What follows belongs to an exercise in optimizing a design on an open flow for small area and a short achievable clock period; a production flow would make more cautious choices. In this exercise RTL edits were held to simulation tests only and were not proved equivalent to the original. Power figures rest on the tool's default switching activity, not on a simulated workload.

**design.v**
```verilog
module processor(
      input wire rst_i,
      input wire clk_i,
      input wire [79:0] inst_i,
      input wire [63:0] data_i,
      input wire i_mem_error_i,
      input wire d_mem_error_i,
      output wire write_o,
      output wire [63:0] pc_o,
      output wire [63:0] addr_o,
      output wire [63:0] data_o,
      output wire [63:0] rax_o, rcx_o, rdx_o, rbx_o, rsp_o, rbp_o, rsi_o, rdi_o, r8_o, r9_o, r10_o, r11_o, r12_o, r13_o, r14_o
      );
      localparam [3:0] I_HALT = 4'h0, I_NOP = 4'h1, I_CXX = 4'h2, I_IXX = 4'h3,
                       I_RMMOVQ = 4'h4, I_MRMOVQ = 4'h5, I_OPQ = 4'h6, I_JXX = 4'h7,
                       I_CALL = 4'h8, I_RET = 4'h9, I_PUSHQ = 4'hA, I_POPQ = 4'hB;
      localparam [3:0] NREG = 4'hF, RSP = 4'h4;
      wire clk = clk_i;
      wire rst = rst_i;
      reg  [63:0] F_predPC;
      reg  [63:0] PC;                
      reg  [3:0]  D_icode;
      reg  [3:0]  D_ifun;
      reg  [3:0]  D_srcA, D_srcB, D_dstE, D_dstM;
      reg  [63:0] D_val;             
      reg         D_exc;
      reg  [63:0] E_valA;            
      reg  [63:0] E_aluA;            
      reg  [63:0] E_aluB;            
      reg  [3:0]  E_ifun;
      reg  [3:0]  E_dstE, E_dstM;
      reg         E_exc;
      reg         E_sub, E_and, E_xor, E_arith;   
      reg         E_opq, E_cxx, E_jxx, E_ret, E_load;
      reg         E_wr, E_aE, E_aA;               
      reg         cc_Z, cc_S, cc_O;               
      reg         cc_pend, cc_ofen, cc_ob;        
      reg  [63:0] M_valE, M_valA;
      reg  [3:0]  M_dstE, M_dstM;
      reg         M_exc;
      reg  [63:0] M_addr;            
      reg         M_wr, M_ret;
      reg  [63:0] W_valE, W_valM;
      reg  [3:0]  W_dstE, W_dstM;
      reg         W_exc, W_ret;
      reg  [64*15-1:0] rf;
      wire [63:0] e_valE;            
      wire [63:0] e_valA;
      wire mz = ~|M_valE;
      wire Z_eff = cc_pend ? mz : cc_Z;
      wire S_eff = cc_pend ? M_valE[63] : cc_S;
      wire O_eff = cc_pend ? (cc_ofen & (cc_ob ^ M_valE[63])) : cc_O;
      wire SxO = S_eff ^ O_eff;
      reg  e_Cnd;
      always @(*) begin
            case (E_ifun)
                  4'h0: e_Cnd = 1'b1;
                  4'h1: e_Cnd = SxO | Z_eff;
                  4'h2: e_Cnd = SxO;
                  4'h3: e_Cnd = Z_eff;
                  4'h4: e_Cnd = ~Z_eff;
                  4'h5: e_Cnd = ~SxO;
                  4'h6: e_Cnd = ~SxO & ~Z_eff;
                  default: e_Cnd = 1'b0;
            endcase
      end
      wire [3:0] e_dstE = (E_cxx & ~e_Cnd) ? NREG : E_dstE;
      wire m_exc = M_exc | d_mem_error_i;
      wire exc = m_exc | W_exc;
      wire D_ret = (D_icode == I_RET);
      wire lu = E_load & ((E_dstM == D_srcA) | (E_dstM == D_srcB));
      wire misp = E_jxx & ~e_Cnd;
      reg  F_stall, D_stall, D_bubble, E_bubble;
      always @(*) begin
            F_stall = 1'b0; D_stall = 1'b0; D_bubble = 1'b0; E_bubble = 1'b0;
            if (M_ret) begin
                  F_stall = 1'b1; D_bubble = 1'b1;
            end else if (lu) begin
                  F_stall = 1'b1; D_stall = 1'b1; E_bubble = 1'b1;
            end else if (misp) begin
                  D_bubble = 1'b1; E_bubble = 1'b1;
            end else if (E_ret | D_ret) begin
                  F_stall = 1'b1; D_bubble = 1'b1;
            end
            if (exc) F_stall = 1'b1;
      end
      wire [63:0] f_pc = PC;
      wire [3:0] f_icode = inst_i[79:76];
      wire [3:0] f_ifun  = inst_i[75:72];
      wire       ierr    = i_mem_error_i;
      wire [3:0] f_rA    = ierr ? NREG : inst_i[71:68];
      wire [3:0] f_rB    = ierr ? NREG : inst_i[67:64];
      wire [63:0] valC10 = {inst_i[7:0], inst_i[15:8], inst_i[23:16], inst_i[31:24],
                            inst_i[39:32], inst_i[47:40], inst_i[55:48], inst_i[63:56]};
      wire [63:0] valC9  = {inst_i[15:8], inst_i[23:16], inst_i[31:24], inst_i[39:32],
                            inst_i[47:40], inst_i[55:48], inst_i[63:56], inst_i[71:64]};
      wire [4:0] lo1  = {1'b0, f_pc[3:0]} + 5'd1;
      wire [4:0] lo2  = {1'b0, f_pc[3:0]} + 5'd2;
      wire [4:0] lo9  = {1'b0, f_pc[3:0]} + 5'd9;
      wire [4:0] lo10 = {1'b0, f_pc[3:0]} + 5'd10;
      wire [59:0] inc_all [0:6];
      assign inc_all[0] = f_pc[63:4];
      genvar il, ib;
      generate
            for (il = 0; il < 6; il = il + 1) begin : inc_lvl
                  for (ib = 0; ib < 60; ib = ib + 1) begin : inc_bit
                        if (ib & (1 << il))
                              assign inc_all[il+1][ib] = inc_all[il][ib] & inc_all[il][((ib >> il) << il) - 1];
                        else
                              assign inc_all[il+1][ib] = inc_all[il][ib];
                  end
            end
      endgenerate
      wire [59:0] hi_inc = f_pc[63:4] ^ {inc_all[6][58:0], 1'b1};
      wire f_jc  = (f_icode == I_JXX) | (f_icode == I_CALL);
      wire f_ret = (f_icode == I_RET);
      wire f_k2  = (f_icode == I_CXX) | (f_icode == I_OPQ) | (f_icode == I_PUSHQ) | (f_icode == I_POPQ);
      wire f_k10 = (f_icode == I_IXX) | (f_icode == I_RMMOVQ) | (f_icode == I_MRMOVQ);
      wire [4:0] lo_n = f_k2 ? lo2 : f_k10 ? lo10 : lo1;      
      wire [63:0] f_valP9 = {lo9[4] ? hi_inc : f_pc[63:4], lo9[3:0]};
      wire p_new  = ~ierr & ~f_jc & ~f_ret;
      wire p_inc  = p_new & lo_n[4];
      wire p_same = p_new & ~lo_n[4];
      wire [63:0] f_predPC = ({64{~ierr & f_jc}} & valC9) |
                             {({60{p_inc}} & hi_inc) | ({60{p_same}} & f_pc[63:4]), {4{p_new}} & lo_n[3:0]};
      wire [63:0] f_val    = ierr ? 64'd0 : f_jc ? f_valP9 : valC10;
      wire f_exc = ierr | (f_icode == I_HALT) | (f_icode[3:2] == 2'b11);
      reg [3:0] f_srcA, f_srcB, f_dstE, f_dstM;
      always @(*) begin
            f_srcA = NREG; f_srcB = NREG; f_dstE = NREG; f_dstM = NREG;
            case (f_icode)
                  I_CXX:    begin f_srcA = f_rA; f_dstE = f_rB; end
                  I_IXX:    begin f_dstE = f_rB; end
                  I_RMMOVQ: begin f_srcA = f_rA; f_srcB = f_rB; end
                  I_MRMOVQ: begin f_srcB = f_rB; f_dstM = f_rA; end
                  I_OPQ:    begin f_srcA = f_rA; f_srcB = f_rB; f_dstE = f_rB; end
                  I_CALL:   begin f_srcB = RSP; f_dstE = RSP; end
                  I_RET:    begin f_srcA = RSP; f_srcB = RSP; f_dstE = RSP; end
                  I_PUSHQ:  begin f_srcA = f_rA; f_srcB = RSP; f_dstE = RSP; end
                  I_POPQ:   begin f_srcA = RSP; f_srcB = RSP; f_dstE = RSP; f_dstM = f_rA; end
                  default: ;
            endcase
      end
      wire [63:0] F_next = F_stall ? F_predPC : f_predPC;
      always @(posedge clk) begin
            if (rst)
                  F_predPC <= 64'd0;
            else
                  F_predPC <= F_next;
      end
      wire next_Wret = W_exc ? W_ret : M_ret;
      wire [63:0] next_WvalM = W_exc ? W_valM : data_i;
      always @(posedge clk) begin
            if (rst)
                  PC <= 64'd0;
            else if (~exc & misp)
                  PC <= e_valA;
            else if (next_Wret)
                  PC <= next_WvalM;
            else
                  PC <= F_next;
      end
      always @(posedge clk) begin
            if (!D_stall) begin
                  D_ifun <= f_ifun;
                  D_val  <= f_val;
            end
            if (rst) begin
                  D_icode <= I_HALT;
                  D_srcA <= NREG; D_srcB <= NREG; D_dstE <= NREG; D_dstM <= NREG;
                  D_exc <= 1'b0;
            end else if (D_stall) begin
            end else if (D_bubble) begin
                  D_icode <= I_NOP;
                  D_srcA <= NREG; D_srcB <= NREG; D_dstE <= NREG; D_dstM <= NREG;
                  D_exc <= 1'b0;
            end else begin
                  D_icode <= f_icode;
                  D_srcA <= f_srcA; D_srcB <= f_srcB; D_dstE <= f_dstE; D_dstM <= f_dstM;
                  D_exc <= f_exc;
            end
      end
      wire d_jc  = (D_icode == I_JXX) | (D_icode == I_CALL);
      wire d_co  = (D_icode == I_CXX) | (D_icode == I_OPQ);
      wire d_c   = (D_icode == I_IXX) | (D_icode == I_RMMOVQ) | (D_icode == I_MRMOVQ);
      wire d_p8  = (D_icode == I_RET) | (D_icode == I_POPQ);
      wire d_m8  = (D_icode == I_CALL) | (D_icode == I_PUSHQ);
      wire d_useB = (D_icode == I_RMMOVQ) | (D_icode == I_MRMOVQ) | (D_icode == I_OPQ) |
                    (D_icode == I_CALL) | (D_icode == I_PUSHQ) | (D_icode == I_RET) | (D_icode == I_POPQ);
      wire d_opq = (D_icode == I_OPQ);
      function [63:0] rdval;
            input [3:0] src;
            input [3:0] mE, wM, wE;
            input [63:0] mvE, wvM, wvE;
            input [64*15-1:0] regs;
            integer k;
            reg hM, hWM, hWE;
            begin
                  hM  = (src == mE);
                  hWM = ~hM & (src == wM);
                  hWE = ~hM & ~hWM & (src == wE);
                  rdval = ({64{hM}} & mvE) | ({64{hWM}} & wvM) | ({64{hWE}} & wvE);
                  for (k = 0; k < 15; k = k + 1)
                        rdval = rdval | ({64{~hM & ~hWM & ~hWE & (src == k)}} & regs[64*k +: 64]);
            end
      endfunction
      wire [63:0] d_rA = rdval(D_srcA, M_dstE, W_dstM, W_dstE, M_valE, W_valM, W_valE, rf);
      wire [63:0] d_rB = rdval(D_srcB, M_dstE, W_dstM, W_dstE, M_valE, W_valM, W_valE, rf);
      wire hA_e = (D_srcA == e_dstE);
      wire hA_m = ~hA_e & (D_srcA == M_dstM);
      wire hB_e = (D_srcB == e_dstE);
      wire hB_m = ~hB_e & (D_srcB == M_dstM);
      wire sA_e = ~d_jc & hA_e;
      wire sA_m = ~d_jc & hA_m;
      wire sA_r = ~d_jc & ~hA_e & ~hA_m;
      wire sB_r = ~hB_e & ~hB_m;
      wire d_sub = d_opq & (D_ifun == 4'h1);
      wire [63:0] d_valA = ({64{sA_e}} & e_valE) | ({64{sA_m}} & data_i) | ({64{sA_r}} & d_rA) |
                           ({64{d_jc}} & D_val);
      wire [63:0] d_aluA = (({64{d_co & sA_e}} & e_valE) | ({64{d_co & sA_m}} & data_i) |
                            ({64{d_co & sA_r}} & d_rA) | ({64{d_c}} & D_val) |
                            {{60{d_m8}}, d_m8 | d_p8, 3'b000}) ^ {64{d_sub}};
      wire [63:0] d_aluB = ({64{d_useB & hB_e}} & e_valE) | ({64{d_useB & hB_m}} & data_i) |
                           ({64{d_useB & sB_r}} & d_rB);
      always @(posedge clk) begin
            E_valA <= d_valA;
            E_aluA <= d_aluA;
            E_aluB <= d_aluB;
            E_ifun <= D_ifun;
            if (rst | E_bubble) begin
                  E_dstE <= NREG; E_dstM <= NREG; E_exc <= 1'b0;
                  E_sub <= 1'b0; E_and <= 1'b0; E_xor <= 1'b0; E_arith <= 1'b0;
                  E_opq <= 1'b0; E_cxx <= 1'b0; E_jxx <= 1'b0; E_ret <= 1'b0; E_load <= 1'b0;
                  E_wr <= 1'b0; E_aE <= 1'b0; E_aA <= 1'b0;
            end else begin
                  E_dstE <= D_dstE;
                  E_dstM <= D_dstM;
                  E_exc <= D_exc;
                  E_sub <= d_sub;
                  E_and <= d_opq & (D_ifun == 4'h2);
                  E_xor <= d_opq & (D_ifun == 4'h3);
                  E_arith <= ~d_opq | (D_ifun == 4'h0) | (D_ifun == 4'h1);
                  E_opq <= d_opq;
                  E_cxx <= (D_icode == I_CXX);
                  E_jxx <= (D_icode == I_JXX);
                  E_ret <= (D_icode == I_RET);
                  E_load <= (D_icode == I_MRMOVQ) | (D_icode == I_POPQ);
                  E_wr <= (D_icode == I_RMMOVQ) | (D_icode == I_CALL) | (D_icode == I_PUSHQ);
                  E_aE <= (D_icode == I_RMMOVQ) | (D_icode == I_MRMOVQ) | (D_icode == I_CALL) | (D_icode == I_PUSHQ);
                  E_aA <= (D_icode == I_RET) | (D_icode == I_POPQ);
            end
      end
      assign e_valA = E_valA;
      wire [63:0] aluAx = E_aluA;
      wire [63:0] aluB = E_aluB;
      wire [63:0] kg = aluAx & aluB;
      wire [63:0] kp = aluAx ^ aluB;
      wire [64:0] e_sum1 = {aluB, 1'b1} + {aluAx, E_sub};
      wire [63:0] e_sum = e_sum1[64:1];
      assign e_valE = ({64{E_arith}} & e_sum) | ({64{E_and}} & kg) | ({64{E_xor}} & kp);
      wire e_ofen = E_arith & ~(aluAx[63] ^ aluB[63]);
      always @(posedge clk) begin
            if (rst) begin
                  cc_Z <= 1'b1; cc_S <= 1'b0; cc_O <= 1'b0; cc_pend <= 1'b0;
            end else begin
                  cc_Z <= Z_eff; cc_S <= S_eff; cc_O <= O_eff; cc_pend <= E_opq;
            end
            cc_ofen <= e_ofen;
            cc_ob <= aluB[63];
      end
      always @(posedge clk) begin
            M_valE <= e_valE;
            M_valA <= e_valA;
            M_dstE <= rst ? NREG : e_dstE;
            M_dstM <= rst ? NREG : E_dstM;
            M_exc <= ~rst & E_exc;
            if (rst | exc) begin
                  M_wr <= 1'b0; M_ret <= 1'b0; M_addr <= 64'd0;
            end else begin
                  M_wr <= E_wr; M_ret <= E_ret;
                  M_addr <= ({64{E_aE}} & e_sum) | ({64{E_aA}} & e_valA);
            end
      end
      assign addr_o  = M_addr;
      assign write_o = M_wr;
      assign data_o  = M_valA;
      assign pc_o    = PC;
      always @(posedge clk) begin
            W_valE <= M_valE;
            if (!W_exc) W_valM <= data_i;
            if (rst) begin
                  W_exc <= 1'b0; W_ret <= 1'b0; W_dstE <= NREG; W_dstM <= NREG;
            end else if (W_exc) begin
                  W_dstE <= NREG; W_dstM <= NREG;
            end else begin
                  W_exc <= m_exc; W_ret <= M_ret; W_dstE <= M_dstE; W_dstM <= M_dstM;
            end
      end
      wire wm = (W_dstM != NREG);
      wire [3:0]  w_dst = wm ? W_dstM : W_dstE;
      wire [63:0] w_val = rst ? 64'd0 : (wm ? W_valM : W_valE);
      wire [63:0] w_rsp = rst ? 64'd0 : ((W_dstM == RSP) ? W_valM : W_valE);
      wire rsp_we = rst | (W_dstM == RSP) | (W_dstE == RSP);
      genvar g;
      generate
            for (g = 0; g < 15; g = g + 1) begin : regs
                  if (g == 4) begin : sp
                        always @(posedge clk)
                              if (rsp_we) rf[64*g +: 64] <= w_rsp;
                  end else begin : gp
                        always @(posedge clk)
                              if (rst | (w_dst == g)) rf[64*g +: 64] <= w_val;
                  end
            end
      endgenerate
      assign rax_o = rf[64*0 +: 64];
      assign rcx_o = rf[64*1 +: 64];
      assign rdx_o = rf[64*2 +: 64];
      assign rbx_o = rf[64*3 +: 64];
      assign rsp_o = rf[64*4 +: 64];
      assign rbp_o = rf[64*5 +: 64];
      assign rsi_o = rf[64*6 +: 64];
      assign rdi_o = rf[64*7 +: 64];
      assign r8_o  = rf[64*8 +: 64];
      assign r9_o  = rf[64*9 +: 64];
      assign r10_o = rf[64*10 +: 64];
      assign r11_o = rf[64*11 +: 64];
      assign r12_o = rf[64*12 +: 64];
      assign r13_o = rf[64*13 +: 64];
      assign r14_o = rf[64*14 +: 64];
endmodule
```
**constraint.sdc**
```tcl
create_clock -name core_clock -period 8.0 [get_ports {clk_i}]
set_input_delay 1.6000 -clock core_clock [delete_from_list [all_inputs] [get_ports {clk_i}]]
set_output_delay 1.6000 -clock core_clock [all_outputs]
set_load 0.01 [all_outputs]
```
**config.mk**
```make
export PLATFORM = sky130hd
export DESIGN_NAME = processor
export DESIGN_NICKNAME = processor
export VERILOG_FILES = /design/flow/design.v
export SDC_FILE = /design/flow/constraint.sdc
export NUM_CORES = 4
export LEC_CHECK = 0
export CAP_MARGIN = 20
export CORE_MARGIN = 2
export CORE_UTILIZATION = 65
export PLACE_DENSITY = 0.75
export SETUP_SLACK_MARGIN = 4.7
export SLEW_MARGIN = 20
export TNS_END_PERCENT = 10
```
**standard.sh**
```bash
#!/bin/bash
# synth_recipe.tcl (not shown) runs the flow's synth.tcl, then flattens the netlist and writes it again
# the make line also repeats each setting of config.mk as NAME=value (left out here)
make -C /OpenROAD-flow-scripts/flow DESIGN_CONFIG=/design/flow/config.mk WORK_HOME=/design/flow/orfs CLKGATE_MAP_FILE= SYNTH_SCRIPT=/design/flow/synth_recipe.tcl "${@:-finish}"
```
**flow/run.sh**
```bash
#!/bin/bash
# Own flow: the standard layout, with single-drive buffers on the ports
# instead of the default delay-cell buffers. Each step's output goes to its
# own log in this folder.
set -euo pipefail
bash standard.sh synth > synth.log 2>&1
bash standard.sh 'BUFFER_PORTS_ARGS=-buffer_cell sky130_fd_sc_hd__buf_1' finish > layout.log 2>&1
```
==> run summary, run 1 <==
Avg Cell Area, Syn 10.8 sq um; Synth Net Count 7643; library cells used by synthesis a little over 90; sequential share of the synthesized area a little under three fifths; top_reg_cell synth edfxtp_1; Cell Rows 128; outcome stopped before the end; Stop stage I/O pin placement; warning count from the yosys run 1; synthesis-stage register bit count between 1500 and 2000; Err [ERROR PPL-0024] Number of IO pins (1301) exceeds maximum number of available positions (1282). Increase the die perimeter from 1418.94um to 1769.36um.; Post-synth EDFFs 1028; Die Height 355 um; Die X-Extent between 300 and 400 um; Post-synth ARST share 0%; Starting Density about two thirds; Mapped Area between 0.07 and 0.08 sq mm; Gate Count Post-Synth about 7400
==> synthesized netlist by cell type, types with 9 or more instances <==
cell type  number  area (sq um)
o21ai_0       388          1940
mux2_2        109          1230
nor4_1         33           206
or3_1          38           238
xnor2_1       180          1580
a221o_1       145          1450
a211o_1         9          78.8
nor3_1         77           385
a222oi_1       61           611
nand2b_1       33           206
nor2b_1        18           113
xor2_1         93           815
a32oi_1        12           105
a22oi_1       683          5130
ha_1           72           901
buf_1          51           191
buf_2          24           120
dfxtp_1       713         14300
edfxtp_1     1028         30900
a211oi_1       75           563
nand3_1       169           846
o31ai_1        16           120
a31oi_1        41           257
or2_2          19           119
nand2_1       795          2980
o311ai_0       16           140
and2_1         24           150
nand4_1       159           995
mux2i_1       143          1430
a2111oi_0      19           166
o21a_1         37           278
inv_1          71           267
nor2_1        438          1640
and3_1         20           125
a21o_1         60           450
a22o_1         70           613
clkbuf_1      540          2030
o211ai_1       29           218
o221ai_1       46           403
o21bai_1       13          97.6
a21oi_1       479          2400
a221oi_1      160          1400
o22ai_1        60           375
==> kinds of logic after synthesis <==
family	count (synthesis)	share of synthesized area, %
AO/OA/AOI/OAI	2518	22.2
AND/OR/NAND/NOR	1873	10.5
flip-flops	1741	56.5
buffers and inverters	691	3.31
XOR/XNOR	273	2.99
multiplexers	253	3.35
adder cells (fa/ha/maj)	73	1.15
==> run 2, diff against run 1 <==
--- a/config.mk
+++ b/config.mk
@@ -9,4 +9,4 @@
 export CORE_MARGIN = 2
-export CORE_UTILIZATION = 65
-export PLACE_DENSITY = 0.75
+export CORE_UTILIZATION = 58
+export PLACE_DENSITY = 0.7
 export SETUP_SLACK_MARGIN = 4.7
==> run 2 against run 1 <==
  * Area after synthesis is the same
  * The flow stops in global routing
  * Synthesized cell count stayed put
==> run summary, run 2 <==
CTS root buffer clkbuf_16; global-route wire length before repair between 800000 and 900000 um; CTS Hold Bufs 0; XOR/XNOR share of the synthesized area 2.99% (unchanged); total gr overflow about 960; HPWL after DPL 374000 um; Cell Rows 136 (+6.3%); proportion of synthesized area in mux cells 3.35% (unchanged); Avg Cell Area, Syn 10.8 sq um (unchanged); post-synthesis simple-gate area fraction 10.5% (unchanged); leading post-synthesis cells by cell area edfxtp_1 39%, dfxtp_1 18%, a22oi_1 6.4%; warning count from the yosys run 1 (unchanged); largest family of logic cells by synthesized area compound AO/OA/AOI/OAI gates; Mapped Area 0.0800 sq mm (unchanged); outcome stopped before the end; most frequent cell after synthesis edfxtp_1; I/O Buffers 1300; post-synth top area share 38.6% (unchanged); CTS sink count 1741; Post-synth EDFFs 1028 (unchanged); post-synth top area cell edfxtp_1; total CTS buffers between 150 and 200; area fraction in compound gates after synthesis 22.2% (unchanged); vias in the first global route ~94000; Starting Density 58.3% (-7.3 points); sequential share of the synthesized area 56.5% (unchanged); # IOs about 1300; synthesis-stage register bit count 1741 (unchanged); Post-synth top cells 1028 x edfxtp_1, 795 x nand2_1, 713 x dfxtp_1; gr usage total 85.5%; GPL Wtd Cong 1.19; Die X-Extent 375 um (+5.8%); Die Height 375 um (+5.8%); top_reg_cell synth edfxtp_1; largest net degree at the start of global routing about 130; library cells used by synthesis 91 (unchanged); Gate Count Post-Synth 7422 (unchanged); Err [ERROR GRT-0116] Global routing finished with congestion. Check the congestion regions in the DRC Viewer.; Max H-tree Level 4; Clock Tree Buf Depth 3; Post-synth ARST share 0% (unchanged); Stop stage global routing; Synth Area in Adders 1.15% (unchanged); Synth Net Count 7643 (unchanged)
-- run 2: stage by stage --
| step | hold WS, ns | instance area (sq um) | instances | setup WS [ns] | util (%) |
|---|---|---|---|---|---|
| 2_1_floorplan | 0.334 | 80000 | 7422 | 4.09 | - |
| 3_3_place_gp | 0.374 | 86800 | 10100 | 2.92 | 63.3 |
| 3_5_place_dp | 0.376 | 86800 | 10100 | 2.78 | 63.3 |
| 4_1_cts | 0.389 | 97600 | 10600 | 4.12 | 71.1 |
-- run 2: metal layers --
layer / GRT usage [%] / overflow
met5: 38.6 / 9
met4: 87.9 / 384
met3: 73.1 / 103
met2: 96.8 / 369
met1: 87.1 / 97
-- run 2: power by group through the flow --
| stage | Combinational [uW] | Clock (uW) | Sequential [uW] |
|---|---|---|---|
| after floorplan | 1880 | 0 | 11500 |
| after global placement | 4220 | 0 | 12100 |
| after detailed placement | 4270 | 0 | 12100 |
| after CTS | 4990 | 8450 | 11900 |
-- run 2: cell families after synthesis --
logic type	Yosys count
AOI/OAI and AO/OA	2518
adders and majority gates	73
xor gates and xnor gates	273
buffers and inverters	691
muxes	253
and+or+nand+nor	1873
DFF	1741
-- run 2: repair_timing --
action,4_1_cts
pin swaps,139
gates cloned,29
setup buffers,188
endpoints found under the setup margin,1255
resized for setup,585
-- run 2: worst min-delay path by stage --
stage,slack (ns),endpoint,from,cells past startpoint
3_3_place_gp,0.37,W_valE[56],M_valE[56],0
3_5_place_dp,0.38,cc_ob,E_aluB[63],0
4_1_cts,0.39,M_valA[58],E_valA[58],0
2_1_floorplan,0.33,cc_ob,E_aluB[63],0
==> run 3, diff against run 2 <==
--- a/config.mk
+++ b/config.mk
@@ -9,4 +9,4 @@
 export CORE_MARGIN = 2
-export CORE_UTILIZATION = 58
-export PLACE_DENSITY = 0.7
+export CORE_UTILIZATION = 40
+export PLACE_DENSITY = 0.5
 export SETUP_SLACK_MARGIN = 4.7
==> run 3 against run 2 <==
  * Area after synthesis unchanged
  * Synthesized cell count unchanged
  * The run now finishes clean
==> run summary, run 3 <==
P_sw between 9000 and 10000 uW; library cells used by synthesis 91 (unchanged); GPL Wtd Cong 1.09 (-8.6%); crit share post-route 52.4%; worst hold path type flop to flop; Gate Count Post-Synth 7422 (unchanged); Max Slew Vio Count 0; TritonRoute pass-1 iters 14; CTS sink count 1741 (unchanged); Max Fclk roughly 240 MHz; Starting Density 40.1% (-18 points); layout cells sized above 1 between 10% and 20%; dpl cell area 0.0883 sq mm (+1.8%); peak supply drop 0.000264 V; Post-Place Cells 11000 (+9.0%); largest family of logic cells by synthesized area compound AO/OA/AOI/OAI gates; Max H-tree Level 4 (unchanged); Synth Area in Adders 1.15% (unchanged); vias 86200; synthesis-stage register bit count 1741 (unchanged); Power per Cell Area approximately 270 mW/mm^2; proportion of synthesized area in mux cells 3.35% (unchanged); clock power share 35.5%; Post-synth EDFFs 1028 (unchanged); largest reg by FF count rf; XOR/XNOR share of the synthesized area 2.99% (unchanged); RSZ-0062 raised after global routing true; Slew headroom between 10% and 20%; post-synth top area cell edfxtp_1; critical path type flop to flop; total power 27700 uW; Setup crit start M_valE[21]; Post-synth top cells 1028 x edfxtp_1, 795 x nand2_1, 713 x dfxtp_1; FILL cells between 15000 and 20000; post-route design area 0.103 sq mm; Leak 0.0358 uW; area fraction in compound gates after synthesis 22.2% (unchanged); Vias/cell ~7.4; r2r startpoint M_valE[21]; Setup TNS 0 ns; vias in the first global route ~78000; post-synthesis simple-gate area fraction 10.5% (unchanged); Die Height 451 um (+20%); initial antenna violation count 38; Final Instance Count excl. Fillers 11700; Area Overhead vs Synth 28.9%; Max-Cap Viols 0; total gr overflow 0; FF-to-FF setup slack between 3 and 4 ns; final setup fails 0; Clock Tree Buf Depth 3 (unchanged); endpoint type of the worst setup path flop; HPWL after DPL 398000 um (+6.4%); max FFs per register 960; clock slew seen by the registers of the worst setup and hold paths 0.07 ns; Synth Net Count 7643 (unchanged); global-route wire length before repair between 700000 and 800000 um; crit path DAT ~5.0 ns; Clock Latency Late Sink just over 0.9 ns; most frequent cell after synthesis edfxtp_1; die footprint 0.203 sq mm; drt initial violations 18300; largest net degree at the start of global routing 78; top_reg_cell synth edfxtp_1; Detail Route Antenna Nets 0; gr usage total 54.4%; Avg Cell Area, Syn 10.8 sq um (unchanged); sequential share of power between 40% and 50%; CTS tree built; CTS root buffer clkbuf_16; commonest cells after routing, fill and taps aside 1295 x buf_1, 1028 x edfxtp_1, 779 x nand2_1, 682 x a22oi_1, 650 x dfxtp_1; drt total wl around 580000 um; Int Pwr 18100 uW; # IOs 1301 (unchanged); final core occ just over 50%; I/O Buffers 1300 (unchanged); warning count from the yosys run 1 (unchanged); Final min period 4.20 ns; Post-synth ARST share 0% (unchanged); Die X-Extent 451 um (+20%); sequential share of the synthesized area 56.5% (unchanged); WL per Instance between 40 and 50 um; Nets roughly 9000; Required @ worst endpoint approximately 9 ns; Tightest Pin Transition around 1.3 ns; Comb pwr share 21.0%; post-synth top area share 38.6% (unchanged); Worst Path Max Fanout 5; commonest non-fill, non-tap cell in the layout buf_1; leading post-synthesis cells by cell area edfxtp_1 39%, dfxtp_1 18%, a22oi_1 6.4%; Worst Hold Launch M_valE[53]; Switching Share about a third; total CTS buffers 190 (+9.8%); CP startpoint kind flop; Cell Rows 164 (+21%); Mapped Area 0.0800 sq mm (unchanged); DRC violations left 0; outcome complete, no violations; Final Skew approximately 0.040 ns; Hold Vio Cnt, Final 0; core area ~0.20 sq mm
-- run 3: cell counts after synthesis --
No cell type changed its count.
-- run 3: cell families (layout without fill, tap and decap cells) --
family	count (synthesis)	in the layout
other cells	0	28
fa+ha+maj	73	73
flops	1741	1741
xor+xnor	273	273
simple gates	1873	1882
mux	253	253
compound gates	2518	2518
buf+inv	691	2261
-- run 3: per-stage QoR --
step / hold WS, ns / setup slack, ns
final: 0.397 / 3.80
after global routing: 0.405 / 3.88
after CTS: 0.389 / 4.08
after detailed placement: 0.380 / 2.17
after global placement: 0.372 / 2.18
after floorplan: 0.334 / 4.09
-- run 3: area by class of cell --
type	instances	area (sq um)	share of cell area, %
tap	2656	3320	3.22
sequential	1741	45300	43.9
clock buffer	249	5410	5.25
inverter	71	267	0.259
clock inverter	111	1410	1.36
timing repair buffer	1830	10800	10.4
multi-input combinational	4999	36600	35.5
antenna	28	70.1	0.0680
-- run 3: routing by layer --
| metal | vias to the layer above | wire length, um | global-route usage, % |
|---|---|---|---|
| met4 | 28 | 75700 | 53.2 |
| li1 | 31700 | - | - |
| met5 | - | 595 | 1.56 |
| met3 | 2882 | 87200 | 24.2 |
| met1 | 42300 | 191000 | 61.7 |
| met2 | 9414 | 227000 | 74.7 |
-- run 3: power groups by stage --
stage	clock network [uW]	registers, uW	logic (uW)
5_1_grt	10100	12000	5750
3_5_place_dp	0	12100	4410
2_1_floorplan	0	11500	1880
6_report	9830	12000	5800
4_1_cts	9750	11900	5200
3_3_place_gp	0	12100	4410
-- run 3: worst paths after layout --
check                           cells past startpoint    endpoint
worst max-delay path                               19  E_valA[52]
worst min-delay path                                0  W_valE[53]
worst max register to register                     19  E_valA[52]
worst min register to register                      0  W_valE[53]
-- run 3: worst max-delay path, cell delays in order (launching register included) --
cell	delay, ns
dfxtp_4	0.36
nor4_4	0.35
nand4_1	0.41
nor4_4	0.37
buf_4	0.19
buf_6	0.10
a21boi_2	0.05
o211ai_1	0.19
buf_4	0.18
buf_6	0.10
a41o_1	0.21
o32ai_4	0.12
buf_6	0.14
buf_12	0.15
buf_12	0.14
buf_16	0.15
o221a_4	0.18
a21o_1	0.22
buf_4	0.15
mux2_4	0.25
-- run 3: repair_timing --
action / 4_1_cts / 5_1_grt
pin swaps: 137 / 100
gates cloned: 29 / 9
endpoints found under the setup margin: 1108 / 1009
hold buffers: 0 / 0
gates resized for setup: 679 / 335
buffers inserted: 195 / 83
==> run 4, diff against run 3 <==
--- a/config.mk
+++ b/config.mk
@@ -9,4 +9,4 @@
 export CORE_MARGIN = 2
-export CORE_UTILIZATION = 40
-export PLACE_DENSITY = 0.5
+export CORE_UTILIZATION = 35
+export PLACE_DENSITY = 0.45
 export SETUP_SLACK_MARGIN = 4.7
==> run 4 against run 3 <==
  * Clock-buffer cell count is the same
  * Wire length grew 9.4%
  * Sequential power barely moved
  * Highest routed layer unchanged
  * Core utilization shrank 5.7 points
  * Power increased by 0.90%
  * Combinational power increased by 3.4%
  * First-iteration DRC count decreased by 13%
  * Worst hold slack got worse by 0.019 ns
  * Largest power group unchanged
==> run summary, run 4 <==
global-route wire length before repair 802000 um (+7.4%); drt total wl 636000 um (+9.4%); CTS sink count 1741 (unchanged); GPL Wtd Cong 1.08 (-0.78%); clock slew seen by the registers of the worst setup and hold paths 0.07 ns (about the same); Die Height 482 um (+6.8%); initial antenna violation count 74 (+95%); endpoint type of the worst setup path flop; Worst Path Max Fanout 38 (+33); RSZ-0062 raised after global routing true; Starting Density 35.2% (-5.0 points); synthesis-stage register bit count 1741 (unchanged); Setup TNS 0 ns (unchanged); die footprint 0.232 sq mm (+14%); Die X-Extent 482 um (+6.8%); Final Instance Count excl. Fillers 12200 (+4.0%); total power 27900 uW (+0.90%); Power per Cell Area 267 mW/mm^2 (-0.53%); final core occ 46.0% (-5.7 points); total gr overflow 0 (unchanged); Max-Cap Viols 0 (unchanged); Clock Latency Late Sink 0.89 ns (-0.02 ns); Detail Route Antenna Nets 0 (unchanged); library cells used by synthesis 91 (unchanged); crit share post-route 51.3% (-1.2 points); Max Slew Vio Count 0 (unchanged); Tightest Pin Transition 1.29 ns (+0.000826 ns); commonest non-fill, non-tap cell in the layout buf_1; WL per Instance 52.3 um (+5.2%); Final min period 4.10 ns (-0.0928 ns); Max Fclk 244 MHz (+2.3%); vias in the first global route 78000 (+0.35%); largest net degree at the start of global routing 68 (-13%); Area Overhead vs Synth 30.7%; CP startpoint kind flop; CTS Hold Bufs 0 (unchanged); core area 0.227 sq mm (+14%); Synth Net Count 7643 (unchanged); Required @ worst endpoint 8.73 ns (-0.03 ns); CTS tree built; layout cells sized above 1 18.8% (+0.82 points); CTS root buffer clkbuf_16; max FFs per register 960 (unchanged); Clock Tree Buf Depth 3 (unchanged); sequential share of the synthesized area 56.5% (unchanged); critical path type flop to flop; post-synth top area cell edfxtp_1; largest reg by FF count rf; outcome complete, no violations; peak supply drop 0.000179 V (-32%); Slew headroom 12.3% (-0.67 points); DRC violations left 0 (unchanged); Gate Count Post-Synth 7422 (unchanged); # IOs 1301 (unchanged); Avg Cell Area, Syn 10.8 sq um (unchanged); warning count from the yosys run 1 (unchanged); commonest cells after routing, fill and taps aside 1297 x buf_1, 1028 x edfxtp_1, 761 x nand2_1, 682 x a22oi_1, 660 x dfxtp_1; worst hold path type flop to flop; Leak 0.0364 uW (+1.7%); gr usage total 52.2% (-2.2 points); total CTS buffers 196 (+3.2%); Post-Place Cells 11300 (+3.3%); Final Skew 0.0510 ns (+0.0113 ns); Post-synth ARST share 0% (unchanged); leading post-synthesis cells by cell area edfxtp_1 39%, dfxtp_1 18%, a22oi_1 6.4%; vias 86700 (+0.52%); post-synth top area share 38.6% (unchanged); Post-synth top cells 1028 x edfxtp_1, 795 x nand2_1, 713 x dfxtp_1; final hold slack 0.378 ns (-0.0194 ns); final setup fails 0 (unchanged); I/O Buffers 1300 (unchanged); Post-synth EDFFs 1028 (unchanged); drt initial violations 15900 (-13%); top_reg_cell synth edfxtp_1; TritonRoute pass-1 iters 11 (-3); Nets 9118 (+0.71%); crit path DAT 4.83 ns (-0.12 ns); HPWL after DPL 437000 um (+9.8%); Cell Rows 175 (+6.7%); most frequent cell after synthesis edfxtp_1; Hold Vio Cnt, Final 0 (unchanged); Mapped Area 0.0800 sq mm (unchanged); Max H-tree Level 4 (unchanged); Vias/cell 7.13 (-3.4%)
==> run 4: cell types whose count changed in the layout (fill, tap and decap cells not counted), sizes merged, moves of 3 or more <==
cell | before | now
buf | 1814 | 1873
clkbuf | 261 | 257
and4 | 12 | 9
clkinv | 54 | 78
diode | 28 | 74
bufbuf | 4 | 9
inv | 91 | 79
==> run 4: cell type report <==
cell class | instances | area (sq um)
clock inverters | 122 | 1410
flip-flops and latches | 1741 | 45200
multi-input cells | 4997 | 36700
diodes | 74 | 185
inverters | 71 | 270
well taps | 3009 | 3760
fillers | 21700 | 123000
clock buffers | 249 | 5370
repair buffers | 1890 | 11600
==> run 4: critical path, stage by stage, from the launching register on <==
cell and delay (ns):
dfxtp_4 0.45, buf_12 0.15, buf_12 0.26, or2_4 0.30, nor2_4 0.16, buf_16 0.19, a222oi_1 0.38, nand4_1 0.98
o221a_2 0.62, a21oi_2 0.13, o21ai_1 0.10, xnor2_1 0.18
==> run 4: repair_timing <==
| action | in CTS | in global routing |
|---|---|---|
| endpoints found under the setup margin | 1393 | 1274 |
| pin swaps | 177 | 117 |
| gates cloned | 42 | 9 |
| setup buffers | 228 | 89 |
| gates resized for setup | 707 | 381 |
==> run 4: stage by stage <==
step | area [sq um] | setup WS [ns]
6_report | 105000 | 3.90
4_1_cts | 102000 | 4.08
5_1_grt | 104000 | 3.92
3_3_place_gp | 88700 | 1.97
2_1_floorplan | 80000 | 4.09
3_5_place_dp | 88800 | 2.17
==> run 4: path summary, 6_finish.rpt <==
kind	end	startpoint	slack, ns	cells after the start
worst min register to register	M_valA[55]	E_valA[55]	0.38	0
worst min-delay path	M_valA[55]	E_valA[55]	0.38	0
worst max register to register	E_aluA[46]	D_srcA[0]	3.90	11
worst max-delay path	E_aluA[46]	D_srcA[0]	3.90	11
==> run 4: cell families after synthesis <==
family | share of synthesized area [%]
AO/OA/AOI/OAI | 22.2
AND/OR/NAND/NOR | 10.5
flip-flops | 56.5
buffers and inverters | 3.31
XOR/XNOR | 2.99
multiplexers | 3.35
adder cells (fa/ha/maj) | 1.15
==> run 4: routing by layer <==
metal / routed length, um / track usage, % / vias up / part of all wire (%)
met5: 298 / 0.347 / - / 0.047
met4: 75900 / 48.3 / 30 / 12
met3: 83300 / 17.9 / 2513 / 13
met2: 257000 / 73.9 / 8693 / 40
met1: 220000 / 61.9 / 43600 / 35
li1: - / - / 31800 / -
==> run 4: power breakdown <==
group / total, uW / switching (uW) / internal, uW
Combinational: 6000 / 4170 / 1820
Sequential: 12100 / 1530 / 10600
Clock: 9800 / 4150 / 5650
==> run 5, diff against run 4 <==
--- a/config.mk
+++ b/config.mk
@@ -11,4 +11,2 @@
 export PLACE_DENSITY = 0.45
-export SETUP_SLACK_MARGIN = 4.7
 export SLEW_MARGIN = 20
-export TNS_END_PERCENT = 10
==> run 5 against run 4 <==
  * Design area shrank 8.7%
  * Area after synthesis unchanged
  * Register-to-register slack worse by 1.7 ns
  * Wire length shrank 8.2%
  * Global-route usage decreased by 4.1 points
  * Sequential cell count unchanged
  * Die area did not move
  * First-iteration DRC count fell by 2.0%
  * Worst setup slack lost 1.7 ns
  * Clock-buffer cell count grew 3
  * Via count is 4.8% lower
  * Sequential share of layout area is 4.0 points higher
==> run summary, run 5 <==
total CTS buffers 196 (unchanged); FF+latch area 0.0452 sq mm (-0.18%); Hold Path Stages 0 (unchanged); Max Fclk 172 MHz (-29%); Starting Density 35.2% (unchanged); final setup fails 0 (unchanged); Die Height 482 um (unchanged); Final Skew 0.0489 ns (-0.00209 ns); clock power share 35.9% (+0.8 points); slowest cell delay on critical path 0.95 ns (-0.03 ns); leading post-synthesis cells by cell area edfxtp_1 39%, dfxtp_1 18%, a22oi_1 6.4%; Crit-path slowest cell nor4_1; WL per Instance 49.8 um (-4.9%); largest reg by FF count rf; max FFs per register 960 (unchanged); Area Overhead vs Synth 19.4%; final hold slack 0.395 ns (+0.0165 ns); gr usage total 48.1% (-4.1 points); Post-synth ARST share 0% (unchanged); GPL Wtd Cong 1.12 (+4.3%); Max-Cap Viols 0 (unchanged); most used cell, CP nor4_1; Comb pwr share 17.9% (-3.6 points); global-route wire length before repair 747000 um (-6.9%); post-CTS setup buffers 0 (-100%); proportion of synthesized area in mux cells 3.35% (unchanged); area fraction in compound gates after synthesis 22.2% (unchanged); Final min period 5.80 ns (+1.70 ns); Setup WS pre-CTS 2.55 ns (+0.379 ns); post-synthesis simple-gate area fraction 10.5% (unchanged); Die X-Extent 482 um (unchanged); Max Slew Vio Count 0 (unchanged); Post-synth top cells 1028 x edfxtp_1, 795 x nand2_1, 713 x dfxtp_1; layout cells sized above 1 9.45% (-9.4 points); critical path type flop to flop; CP startpoint kind flop; Post-Place Cells 11300 (-0.19%); clock slew seen by the registers of the worst setup and hold paths 0.06 ns (about the same); vias 82600 (-4.8%); Leak 0.0329 uW (-9.5%); core area 0.227 sq mm (unchanged); post-synth top area share 38.6% (unchanged); Multi-input gate area 0.0329 sq mm (-10%); Avg Cell Area, Syn 10.8 sq um (unchanged); Vias/cell 7.04 (-1.4%); RSZ-0062 raised after global routing false; Synth Net Count 7643 (unchanged); buffer and inverter count on the worst path 1 (-2); most frequent cell after synthesis edfxtp_1; post-synth top area cell edfxtp_1; worst hold path type flop to flop; I/O Buffers 1300 (unchanged); commonest non-fill, non-tap cell in the layout buf_1; Clock Latency Late Sink 0.90 ns (about the same); TritonRoute pass-1 iters 11 (unchanged); die footprint 0.232 sq mm (unchanged); Gate Count Post-Synth 7422 (unchanged); Post-synth EDFFs 1028 (unchanged); CTS sink count 1741 (unchanged); sequential share of power 46.2% (+2.8 points); commonest cells after routing, fill and taps aside 1299 x buf_1, 1028 x edfxtp_1, 793 x nand2_1, 701 x dfxtp_1, 683 x a22oi_1; cts repair resizes 0 (-100%); vias in the first global route 75000 (-3.9%); warning count from the yosys run 1 (unchanged); synthesis-stage register bit count 1741 (unchanged); largest net degree at the start of global routing 140 (+110%); P_sw 9200 uW (-6.7%); Worst Path Max Fanout 34 (-11%); CTS Hold Bufs 0 (unchanged); Required @ worst endpoint 8.78 ns (+0.05 ns); Detail Route Antenna Nets 0 (unchanged); FILL cells 22200 (+2.5%); cell family with most CP delay simple AND/OR/NAND/NOR gates; Hold Vio Cnt, Final 0 (unchanged); endpoint type of the worst setup path flop; Clock Tree Buf Depth 3 (unchanged); CTS tree built; Tightest Pin Transition 1.33 ns (+0.0357 ns); library cells used by synthesis 91 (unchanged); Switching Share 35.0% (-0.29 points); DRC violations left 0 (unchanged); crit share post-route 72.5% (+21 points); drt initial violations 15600 (-2.0%); top_reg_cell synth edfxtp_1; Cell Rows 175 (unchanged); Nets 8731 (-4.2%); Synth Area in Adders 1.15% (unchanged); CP Depth 11 (unchanged); largest family of logic cells by synthesized area compound AO/OA/AOI/OAI gates; crit path DAT 6.58 ns (+1.75 ns); drt total wl 584000 um (-8.2%); outcome complete, no violations; Max H-tree Level 4 (unchanged); XOR/XNOR share of the synthesized area 2.99% (unchanged); crit-path cells nor4_1 > buf_4 > nand4_1 > nor4_1 > a21boi_0 > o211ai_1 > and2_1 > o22ai_1 > nand2_4 > o221ai_1 > a21oi_1; # IOs 1301 (unchanged); total power 26300 uW (-5.9%); Setup TNS 0 ns (unchanged); initial antenna violation count 73 (-1.4%); sequential share of the synthesized area 56.5% (unchanged); Worst R2R Path Depth 11 (unchanged); Slew headroom 11.6% (-0.68 points); HPWL after DPL 423000 um (-3.2%); Mapped Area 0.0800 sq mm (unchanged); peak supply drop 0.000187 V (+4.4%); Int Pwr 17100 uW (-5.4%); CTS root buffer clkbuf_16; Power per Cell Area 275 mW/mm^2 (+3.0%); total gr overflow 0 (unchanged); setup ws final 2.20 ns (-1.70 ns); Final Instance Count excl. Fillers 11700 (-3.5%)
## run 5: cell types whose count changed in the layout (fill, tap and decap cells not counted), sizes merged, moves of 3 or more
cell      previous run  this run
buf               1873      1507
diode               74        45
bufinv              28        14
bufbuf               9         0
clkinvlp             8        16
nand2              798       795
## run 5: kinds of logic (layout without fill, tap and decap cells)
family                     after synthesis  count (layout)
xor gates and xnor gates               273             273
and+or+nand+nor                       1873            1873
AOI/OAI and AO/OA                     2518            2518
buffers and inverters                  691            1948
other                                    0              45
adders and majority gates               73              73
DFF                                   1741            1741
muxes                                  253             253
## run 5: worst paths after layout
kind,start,end,slack (ns)
worst max-delay path,M_valE[45],E_aluB[35],2.20
worst min-delay path,E_valA[56],M_valA[56],0.39
worst max register to register,M_valE[45],E_aluB[35],2.20
worst min register to register,E_valA[56],M_valA[56],0.39
## run 5: routing by layer
| layer | track usage (%) | up-vias | wire length [um] |
|---|---|---|---|
| met5 | 0 | - | 250 |
| met4 | 44.4 | 36 | 68300 |
| met3 | 14.9 | 2315 | 68800 |
| met2 | 70.5 | 7753 | 244000 |
| met1 | 56.2 | 41500 | 202000 |
| li1 | - | 31000 | - |
## run 5: layout make-up
cell class,count,share of cell area (%)
clock buffer,252,5.77
timing repair buffer,1510,7.05
inverter,71,0.279
sequential,1741,47.3
multi-input combinational,4990,34.4
antenna,45,0.118
tap,3009,3.94
clock inverter,115,1.12
## run 5: through the flow
step | utilization, % | area, sq um
after global placement | 39.0 | 88600
after CTS | 41.9 | 95200
after detailed placement | 39.0 | 88600
final | 42.0 | 95500
after floorplan | - | 80000
after global routing | 42.0 | 95400
## run 5: power groups by stage
stage / combinational, uW / clock [uW] / sequential, uW
4_1_cts: 4480 / 9410 / 12000
2_1_floorplan: 1880 / 0 / 11500
6_report: 4710 / 9430 / 12100
5_1_grt: 4730 / 9740 / 12100
3_3_place_gp: 4470 / 0 / 12200
3_5_place_dp: 4460 / 0 / 12200
==> run 6, diff against run 5 <==
--- a/config.mk
+++ b/config.mk
@@ -11,2 +11,4 @@
 export PLACE_DENSITY = 0.45
+export SETUP_SLACK_MARGIN = 5.0
 export SLEW_MARGIN = 20
+export TNS_END_PERCENT = 10
==> run 6 against run 5 <==
  * Still clean on timing, DRC and antenna
  * Global-route usage increased by 3.0 points
  * Critical path depth increased by 7
  * Design area increased by 11%
  * Area after synthesis unchanged
  * Sequential power about the same
  * Sequential share of layout area decreased by 4.6 points
==> run summary, run 6 <==
outcome complete, no violations; Leak 0.0367 uW (+12%); Tightest Pin Transition 1.36 ns (+0.0367 ns); Clock Tree Buf Depth 3 (unchanged); library cells used by synthesis 91 (unchanged); Mapped Area 0.0800 sq mm (unchanged); largest reg by FF count rf; Post-synth ARST share 0% (unchanged); Switching Share 35.7% (+0.70 points); layout cells sized above 1 20.6% (+11 points); hold endpoint W_valE[51]; Die Height 482 um (unchanged); RR Endpoint E_aluA[52]; die footprint 0.232 sq mm (unchanged); Cell Rows 175 (unchanged); FF-to-FF setup slack 3.79 ns (+1.59 ns); Setup TNS 0 ns (unchanged); Max Slew Vio Count 0 (unchanged); clock slew seen by the registers of the worst setup and hold paths 0.06 ns (about the same); warning count from the yosys run 1 (unchanged); final core occ 46.7% (+4.7 points); I/O Buffers 1300 (unchanged); dpl cell area 0.0887 sq mm (+0.12%); max FFs per register 960 (unchanged); CTS tree built; crit path DAT 4.96 ns (-1.62 ns); Max H-tree Level 4 (unchanged); vias in the first global route 79100 (+5.5%); GR Util met1 59.4% (+3.2 points); vias 86600 (+4.9%); Comb pwr share 22.3% (+4.4 points); Area Overhead vs Synth 32.7%; Power per Cell Area 262 mW/mm^2 (-5.0%); Max-Cap Viols 0 (unchanged); global-route wire length before repair 789000 um (+5.7%); P_sw 9900 uW (+7.6%); post-route design area 0.106 sq mm (+11%); # IOs 1301 (unchanged); Starting Density 35.2% (unchanged); TritonRoute pass-1 iters 15 (+4); most frequent cell after synthesis edfxtp_1; Die X-Extent 482 um (unchanged); crit-path cells nor4_4 > nand4_1 > nor4_4 > buf_4 > a21boi_2 > o211ai_1 > buf_4 > buf_8 > a41o_1 > o32ai_4 > buf_12 > buf_16 > buf_6 > buf_12 > o221a_4 > a21o_4 > a221oi_2 > xnor2_1; Crit-path slowest cell nand4_1; post-synth top area share 38.6% (unchanged); crit share post-route 52.6% (-20 points); total power 27700 uW (+5.5%); Worst Hold Launch M_valE[51]; Gate Count Post-Synth 7422 (unchanged); core area 0.227 sq mm (unchanged); peak supply drop 0.000225 V (+20%); Avg Cell Area, Syn 10.8 sq um (unchanged); commonest cells after routing, fill and taps aside 1298 x buf_1, 1028 x edfxtp_1, 759 x nand2_1, 683 x a22oi_1, 657 x dfxtp_1; Post-synth top cells 1028 x edfxtp_1, 795 x nand2_1, 713 x dfxtp_1; endpoint type of the worst setup path flop; GPL Wtd Cong 1.08 (-4.2%); buffer and inverter count on the worst path 7 (+6); DRC violations left 0 (unchanged); WL per Instance 50.9 um (+2.4%); Max Fclk 238 MHz (+38%); Detail Route Antenna Nets 0 (unchanged); drt initial violations 15800 (+1.2%); Global Route met2 Usage 71.9% (+1.4 points); largest net degree at the start of global routing 72 (-49%); gr usage total 51.1% (+3.0 points); CTS sink count 1741 (unchanged); CP startpoint kind flop; busiest layer in global routing met2; initial antenna violation count 67 (-8.2%); total gr overflow 0 (unchanged); drt total wl 619000 um (+6.1%); Synth Net Count 7643 (unchanged); Required @ worst endpoint 8.76 ns (-0.02 ns); r2r startpoint M_valE[25]; Vias/cell 7.12 (+1.2%); total CTS buffers 194 (-1.0%); top_reg_cell synth edfxtp_1; Nets 9162 (+4.9%); slowest cell delay on critical path 0.48 ns (-0.47 ns); cell family with most CP delay simple AND/OR/NAND/NOR gates; setup ws final 3.79 ns (+1.59 ns); Clock Latency Late Sink 0.93 ns (+0.03 ns); commonest non-fill, non-tap cell in the layout buf_1; Slew headroom 8.02% (-3.6 points); final setup fails 0 (unchanged); CTS root buffer clkbuf_16; critical path type flop to flop; Int Pwr 17800 uW (+4.4%); Final Skew 0.0546 ns (+0.00569 ns); met3 Usage GRT 18.7% (+3.9 points); Worst R2R Path Depth 18 (+7); worst hold path type flop to flop; clock power share 33.8% (-2.1 points); sequential share of power 43.9% (-2.3 points); Final min period 4.21 ns (-1.59 ns); synthesis-stage register bit count 1741 (unchanged); Post-synth EDFFs 1028 (unchanged); RSZ-0062 raised after global routing true; Worst Path Max Fanout 7 (-79%); Hold Vio Cnt, Final 0 (unchanged); Setup WS pre-CTS 2.22 ns (-0.330 ns); Hold Path Stages 0 (unchanged); leading post-synthesis cells by cell area edfxtp_1 39%, dfxtp_1 18%, a22oi_1 6.4%; sequential share of the synthesized area 56.5% (unchanged); HPWL after DPL 421000 um (-0.50%); post-synth top area cell edfxtp_1
## run 6: cell count changes in the layout (fill, tap and decap cells not counted), moves of 50 or more
cell,previous run,this run
a21oi_1,446,392
mux2i_1,142,75
buf_4,186,356
o21ai_0,384,216
nor2_1,408,340
mux2i_4,0,53
buf_6,0,108
buf_12,20,86
o21ai_1,7,105
o21ai_2,0,57
a211oi_1,75,25
## run 6: logic make-up after synthesis
logic type      count (synthesis)  synth area share (%)
flops                        1741                  56.5
mux                           253                  3.35
buf+inv                       691                  3.31
fa+ha+maj                      73                  1.15
simple gates                 1873                  10.5
compound gates               2518                  22.2
xor+xnor                      273                  2.99
## run 6: layout make-up
cell class,count,area (sq um)
sequential,1741,45300
clock inverter,101,1050
tap,3009,3760
antenna,46,115
timing repair buffer,1922,12200
multi-input combinational,5011,38000
fill,21300,121000
inverter,71,274
clock buffer,258,5400
## run 6: repair_timing
action | 4_1_cts | 5_1_grt
pin swaps | 234 | 148
setup buffers | 317 | 63
hold buffers | 0 | 0
gates resized for setup | 1041 | 396
cloned | 55 | 3
setup endpoints to repair | 3002 | 2926
## run 6: worst max-delay path by stage
stage / slack [ns] / cells past startpoint / endpoint / startpoint
finish: 3.79 / 18 / E_aluA[52] / M_valE[25]
global route: 3.67 / 18 / E_aluA[52] / M_valE[25]
CTS: 4.09 / 16 / E_aluA[58] / M_valE[20]
detailed placement: 2.22 / 13 / E_aluA[47] / M_valE[21]
global placement: 2.11 / 12 / E_aluA[47] / M_valE[21]
floorplan: 4.47 / 13 / PC[55] / inst_i[76]
## run 6: metrics by stage
stage               instances  hold slack [ns]
finish                  12200            0.389
global route            12100            0.398
CTS                     12000            0.387
detailed placement      11300            0.372
global placement        11300            0.370
floorplan                7422            0.334
## run 6: power by group through the flow
stage,logic (uW),registers (uW),clock network (uW)
2_1_floorplan,1890,11500,0
3_3_place_gp,4490,12200,0
3_5_place_dp,4490,12200,0
4_1_cts,5610,12000,9340
5_1_grt,6170,12100,9680
6_report,6200,12200,9380
## run 6: per-layer routing
metal	vias to the layer above	routed length, um
met5	-	457
met4	28	76500
met3	2600	81500
met2	8602	251000
met1	43400	210000
li1	31900	-
==> run 7, diff against run 6 <==
--- a/config.mk
+++ b/config.mk
@@ -10,4 +10,5 @@
 export CORE_UTILIZATION = 35
+export CTS_BUF_LIST = sky130_fd_sc_hd__clkbuf_8
 export PLACE_DENSITY = 0.45
-export SETUP_SLACK_MARGIN = 5.0
+export SETUP_SLACK_MARGIN = 4.7
 export SLEW_MARGIN = 20
==> run 7 against run 6 <==
  * First-iteration DRC count decreased by 0.12%
  * Highest routed layer unchanged
  * Power decreased by 1.4%
  * Sequential share of layout area increased by 0.49 points
  * Core utilization decreased by 0.53 points
  * Still clean on timing, DRC and antenna
  * Clock-buffer cell count increased by 113
  * Fmax increased by 2.5%
==> run summary, run 7 <==
outcome complete, no violations; Starting Density 35.2% (unchanged); final setup fails 0 (unchanged); # IOs 1301 (unchanged); total gr overflow 0 (unchanged); Worst R2R Path Depth 12 (-6); TritonRoute pass-1 iters 10 (-5); FILL cells 21800 (+1.9%); Synth Net Count 7643 (unchanged); drt total wl 635000 um (+2.5%); Worst Path Max Fanout 34 (+27); r2r startpoint M_valE[28]; Nets 9283 (+1.3%); Setup TNS 0 ns (unchanged); hold endpoint M_valA[55]; global-route wire length before repair 807000 um (+2.2%); Post-synth EDFFs 1028 (unchanged); most used cell, CP buf_4; vias 87300 (+0.79%); DRC violations left 0 (unchanged); FF-to-FF setup slack 3.90 ns (+0.10 ns); Power per Cell Area 261 mW/mm^2 (-0.26%); warning count from the yosys run 1 (unchanged); Slew headroom 8.29% (+0.27 points); total CTS buffers 334 (+72%); largest net degree at the start of global routing 68 (-5.6%); most frequent cell after synthesis edfxtp_1; Vias/cell 7.05 (-0.97%); CTS tree built; Gate Count Post-Synth 7422 (unchanged); GPL Wtd Cong 1.08 (+0.10%); Final min period 4.10 ns (-0.102 ns); vias in the first global route 79800 (+0.89%); Tightest Pin Transition 1.35 ns (-0.0134 ns); library cells used by synthesis 91 (unchanged); crit share post-route 51.3% (-1.3 points); Hold Path Stages 0 (unchanged); CTS root buffer clkbuf_8; commonest non-fill, non-tap cell in the layout buf_1; sequential share of the synthesized area 56.5% (unchanged); crit-path cells nor4_4 > nand4_1 > nor4_4 > buf_4 > a211o_1 > o211ai_1 > buf_4 > buf_6 > buf_4 > and3_4 > a21oi_1 > a211oi_2; slowest cell delay on critical path 0.91 ns (+0.43 ns); Final Skew 0.0827 ns (+0.0281 ns); initial antenna violation count 66 (-1.5%); Post-synth top cells 1028 x edfxtp_1, 795 x nand2_1, 713 x dfxtp_1; drt initial violations 15700 (-0.12%); core area 0.227 sq mm (unchanged); HPWL after DPL 437000 um (+3.9%); post-synth top area share 38.6% (unchanged); die footprint 0.232 sq mm (unchanged); RR Endpoint PC[3]; Avg Cell Area, Syn 10.8 sq um (unchanged); Clock Tree Buf Depth 4 (+1); Leak 0.0369 uW (+0.42%); post-synth top area cell edfxtp_1; gr usage total 52.4% (+1.3 points); Detail Route Antenna Nets 0 (unchanged); largest reg by FF count rf; clock slew seen by the registers of the worst setup and hold paths 0.06 ns (about the same); peak supply drop 0.000172 V (-23%); CP startpoint kind flop; Max H-tree Level 5 (+1); commonest cells after routing, fill and taps aside 1296 x buf_1, 1028 x edfxtp_1, 764 x nand2_1, 682 x a22oi_1, 656 x dfxtp_1; Hold Vio Cnt, Final 0 (unchanged); I/O Buffers 1300 (unchanged); leading post-synthesis cells by cell area edfxtp_1 39%, dfxtp_1 18%, a22oi_1 6.4%; top_reg_cell synth edfxtp_1; Required @ worst endpoint 8.92 ns (+0.16 ns); Worst Hold Launch E_valA[55]; critical path type flop to flop; worst hold path type flop to flop; RSZ-0062 raised after global routing true; Clock Latency Late Sink 1.12 ns (+0.19 ns); Max Fclk 244 MHz (+2.5%); max FFs per register 960 (unchanged); Max Slew Vio Count 0 (unchanged); Die Height 482 um (unchanged); Cell Rows 175 (unchanged); Mapped Area 0.0800 sq mm (unchanged); synthesis-stage register bit count 1741 (unchanged); buffer and inverter count on the worst path 4 (-3); final core occ 46.1% (-0.53 points); CTS sink count 1741 (unchanged); Crit-path slowest cell a21oi_1; Die X-Extent 482 um (unchanged); Post-synth ARST share 0% (unchanged); Area Overhead vs Synth 31.2%; cell family with most CP delay simple AND/OR/NAND/NOR gates; crit path DAT 5.02 ns (+0.06 ns); Max-Cap Viols 0 (unchanged); WL per Instance 51.3 um (+0.75%); endpoint type of the worst setup path flop; layout cells sized above 1 20.7% (+0.14 points)
[run 7: cell count changes in the layout (fill, tap and decap cells not counted), sizes merged, moves of 2 or more]
cell and change:
clkinvlp -7, inv +99, clkinv +16, nand2 -5, buf -4, clkbuf +113
and4 -2, diode +11, and3 -6, o32a +2, bufinv +3
[run 7: metrics by stage]
stage	area [sq um]	power [uW]	hold WS (ns)	setup slack (ns)	instances
after floorplan	80000	13400	0.334	4.09	7422
after global placement	88700	16700	0.369	1.97	11300
after detailed placement	88800	16700	0.369	2.17	11300
after CTS	102000	26600	0.377	4.07	12200
after global routing	105000	27600	0.381	3.94	12300
final	105000	27400	0.376	3.90	12400
[run 7: area by class of cell]
type	count	area, sq um	area share (%)
clock buffer	371	5110	4.87
multi-input combinational	4997	37100	35.4
clock inverter	212	1390	1.32
tap	3009	3760	3.59
antenna	57	143	0.136
sequential	1741	45300	43.2
timing repair buffer	1917	11800	11.3
inverter	71	270	0.258
[run 7: worst max path at each step]
stage | slack [ns] | start | end | depth (start not counted)
after global placement | 1.97 | D_srcA[3] | E_aluA[8] | 12
after global routing | 3.94 | E_aluA[13] | E_aluA[56] | 14
after floorplan | 4.09 | rst_i | rf[256] | 3
after CTS | 4.07 | E_aluB[16] | E_aluA[46] | 11
final | 3.90 | M_valE[28] | PC[3] | 12
after detailed placement | 2.17 | D_srcA[3] | E_aluA[18] | 12
[run 7: routing by layer]
layer | wire [um] | global-route usage, %
met2 | 257000 | 73.6
met3 | 80700 | 17.7
met1 | 220000 | 62.3
met4 | 77100 | 50.0
met5 | 276 | 0
[run 7: timing repair]
action                                  in CTS  in global routing
pin swaps                                  219                121
resized for setup                          833                399
endpoints found under the setup margin    2204               2028
hold buffers                                 0                  0
cloned                                      46                  3
setup buffers                              266                 79
[run 7: kinds of logic (layout without fill, tap and decap cells)]
group / Yosys count / after routing / share of synthesized area [%]
xor+xnor: 273 / 273 / 2.99
buf+inv: 691 / 2571 / 3.31
simple gates: 1873 / 1877 / 10.5
mux: 253 / 253 / 3.35
flops: 1741 / 1741 / 56.5
fa+ha+maj: 73 / 73 / 1.15
other cells: 0 / 57 / 0
compound gates: 2518 / 2521 / 22.2
[run 7: report_power, final]
| part | internal (uW) | switching, uW | total (uW) |
|---|---|---|---|
| clock network | 4850 | 4280 | 9130 |
| registers | 10600 | 1520 | 12100 |
| logic | 1880 | 4230 | 6100 |
[run 7: worst reg2reg max path, cell delays in order (launching register included)]
cell and delay, ns:
dfxtp_4 0.35, nor4_4 0.44, nand4_1 0.52, nor4_4 0.36, buf_4 0.19, a211o_1 0.14, o211ai_1 0.10, buf_4 0.17
buf_6 0.12, buf_4 0.12, and3_4 0.30, a21oi_1 0.98, a211oi_2 0.16

[what the ideal ports hide]
Ports are ideal in the flow. The routed layouts listed here were re-timed in OpenROAD.
Step 1: set_driving_cell puts a clkbuf_16 on clk_i and a buf_2 on each other input, an assumption about the parent block.
Step 2 adds t to the input delays and takes it off the output delays; t is the mean of the earliest and latest rising clock arrival at the registers after step 1. Input paths then give back, and output paths get back, about the clock's delay inside the block.
a / b / c = no drivers / after step 1 / after step 2; a / b = the first two.
| run | shift t [ns] | slack for setup (ns) | worst setup path after step 2 | worst register clock-pin slew, ns | pins driven straight from the clock port |
|---|---|---|---|---|---|
| run 3 | 0.981 | 3.805 / 3.805 / 3.305 | input to register | 0.08 / 0.08 | 1 |
| run 4 | 0.978 | 3.897 / 3.897 / 3.188 | input to register | 0.07 / 0.07 | 1 |
| run 5 | 0.990 | 2.201 / 2.201 / 2.201 | register to register | 0.07 / 0.07 | 1 |
| run 6 | 1.006 | 3.794 / 3.794 / 2.939 | input to register | 0.07 / 0.07 | 1 |
| run 7 | 1.181 | 3.896 / 3.896 / 3.119 | input to register | 0.07 / 0.07 | 1 |
After both steps every run listed still meets setup and hold. For run 6, which loses most, drivers alone change the setup slack by 0.000 ns; drivers and shift together by -0.855 ns.
